Background: an optimization exercise with open tools, aiming at small area. Do not read the settings as production practice. The RTL was checked by simulation tests, not by an equivalence proof against the original design. No driver is modelled on the clock port, so clocking that relies on it looks cheaper here than on a real chip. No activity file was given, so power comes from the tool's default toggle rates.

## fir
module fir(data_out, out_enable, data_in, sample_enable, coef_enable, error, clk, reset);
Settings: LEC_CHECK=0, CAP_MARGIN=20, CELL_PAD_IN_SITES_DETAIL_PLACEMENT=1, CELL_PAD_IN_SITES_GLOBAL_PLACEMENT=1, CORE_MARGIN=2, CORE_UTILIZATION=55, GPL_TIMING_DRIVEN=0, SLEW_MARGIN=20, SYNTH_HIERARCHICAL=1; clock period 12.0 ns.
standard.sh (not shown) runs the stock make flow with config.mk's settings and CLKGATE_MAP_FILE= SYNTH_SCRIPT=/design/flow/synth_recipe.tcl, a recipe that flattens the netlist after the stock synthesis.
==> flow/flow/run.sh <==
#!/bin/bash
# The standard layout with these changes: port buffers chosen per direction
# (flow/pre_gpl.tcl), global placement that is not timing driven, only
# small buffers for the resizer (flow/small_bufs.tcl), and a clock tree of
# clock buffers without dummy balancing loads.
set -uo pipefail
here=$(pwd)
bash standard.sh synth > standard_synth.log 2>&1 || exit 1
bash standard.sh \
  "DONT_BUFFER_PORTS=1" \
  "PRE_GLOBAL_PLACE_TCL=$here/flow/pre_gpl.tcl" \
  "PRE_RESIZE_TCL=$here/flow/small_bufs.tcl" \
  "PRE_CTS_TCL=$here/flow/small_bufs.tcl" \
  "PRE_GLOBAL_ROUTE_TCL=$here/flow/small_bufs.tcl" \
  "CTS_ARGS=-sink_clustering_enable -repair_clock_nets -buf_list sky130_fd_sc_hd__clkbuf_4 -root_buf sky130_fd_sc_hd__clkbuf_8 -dont_use_dummy_load" \
  finish > standard_make.log 2>&1
==> flow/flow/pre_gpl.tcl <==
# Runs before global placement: drop the buffers synthesis left in the
# netlist, then give each port a buf_1.
remove_buffers
buffer_ports -inputs -buffer_cell sky130_fd_sc_hd__buf_1
buffer_ports -outputs -buffer_cell sky130_fd_sc_hd__buf_1
==> flow/flow/small_bufs.tcl <==
set_dont_use {sky130_fd_sc_hd__buf_6 sky130_fd_sc_hd__buf_8 sky130_fd_sc_hd__buf_12 sky130_fd_sc_hd__buf_16 sky130_fd_sc_hd__bufbuf_8 sky130_fd_sc_hd__bufbuf_16}
Then changed:
--- a/flow/config.mk
+++ b/flow/config.mk
@@ -11,3 +11,3 @@
 export CORE_MARGIN = 2
-export CORE_UTILIZATION = 55
+export CORE_UTILIZATION = 40
 export GPL_TIMING_DRIVEN = 0
What happened:
- The changed run completed without violations
- utilization goes down by 16 points
- non-clock buffer count rose by 1
- critical path depth stays the same
- cell count goes up by a little under a tenth
- hold slack is worse by 4.7 ps
- area after synthesis stays the same
- via count went down by a few percent
- fmax is about the same
- count of clock-buffer cells in the layout is unchanged
- worst setup slack gains 26 ps
- sequential share of layout area fell by 0.22 points


Another version of the RTL of fir (not shown whole).
For scale: roughly 850 cells after synthesis.
==> flow/config.mk <==
export PLATFORM = sky130hd
export DESIGN_NAME = fir
export DESIGN_NICKNAME = fir
export VERILOG_FILES = /design/flow/design.v
export SDC_FILE = /design/flow/constraint.sdc
export NUM_CORES = 4
export LEC_CHECK = 0
export CAP_MARGIN = 20
export CORE_MARGIN = 2
export CORE_UTILIZATION = 40
export SLEW_MARGIN = 20
export SYNTH_HIERARCHICAL = 1
==> flow/constraint.sdc <==
create_clock -name core_clock -period 12.0 [get_ports {clk}]
set_input_delay 2.4000 -clock core_clock [delete_from_list [all_inputs] [get_ports {clk}]]
set_output_delay 2.4000 -clock core_clock [all_outputs]
set_load 0.01 [all_outputs]
==> flow/flow/run.sh <==
#!/bin/bash
# The standard layout, with smaller port buffers and a clock tree built
# from small clock buffers without dummy balancing loads.
set -uo pipefail
bash standard.sh \
  "BUFFER_PORTS_ARGS=-buffer_cell sky130_fd_sc_hd__buf_1" \
  "CTS_ARGS=-sink_clustering_enable -repair_clock_nets -buf_list sky130_fd_sc_hd__clkbuf_4 -root_buf sky130_fd_sc_hd__clkbuf_8 -dont_use_dummy_load" \
  finish > standard_make.log 2>&1
The first run passed the timing, design-rule and antenna checks.
==> next run, changes <==
==> flow/run.sh (new file) <==
#!/bin/bash
# synth_recipe.tcl (not shown) runs the flow's synth.tcl, then flattens the netlist and writes it again
# the make line also repeats each setting of config.mk as NAME=value (left out here)
make -C /OpenROAD-flow-scripts/flow DESIGN_CONFIG=/design/flow/config.mk WORK_HOME=/design/flow/orfs CLKGATE_MAP_FILE= SYNTH_SCRIPT=/design/flow/synth_recipe.tcl finish
removed: flow/flow/run.sh
removed: flow/standard.sh
The changed run ran to the end with no violations. Total power came out higher by a quarter to a third. First-iteration DRC count came out lower by about a fifth. Via count came out higher slightly. Wire length came out higher slightly. Design area came out higher by a few percent. Area after synthesis does not change.

static timing again, ports no longer ideal:
No port has a modelled driver above. Below, the same layouts with a new extraction and two added sets of constraints.
Step 1, drivers: a clkbuf_16 drives clk and a buf_2 each remaining input, both assumed.
Step 2 moves the port delays by t, midway between the first and last clock arrival at a register: inputs arrive t later, outputs are due t later. That takes back most of the time a late clock gives input paths.
Three values: ideal, step 1, step 2; two values: the first two.
run | shift t [ns] | setup slack, ns | hold WS [ns]
the first run of note 1 | 0.408 | 0.528 / 0.487 / 0.804 | 0.502 / 0.502 / 0.502
the second run of note 1 | 0.390 | 0.554 / 0.519 / 0.692 | 0.497 / 0.497 / 0.497
the first run of note 2 | 0.404 | 1.419 / 1.381 / 1.785 | 0.494 / 0.494 / 0.494
the second run of note 2 | 0.383 | 1.048 / 1.006 / 1.212 | 0.478 / 0.478 / 0.478
After both steps setup and hold are still met in every run listed.
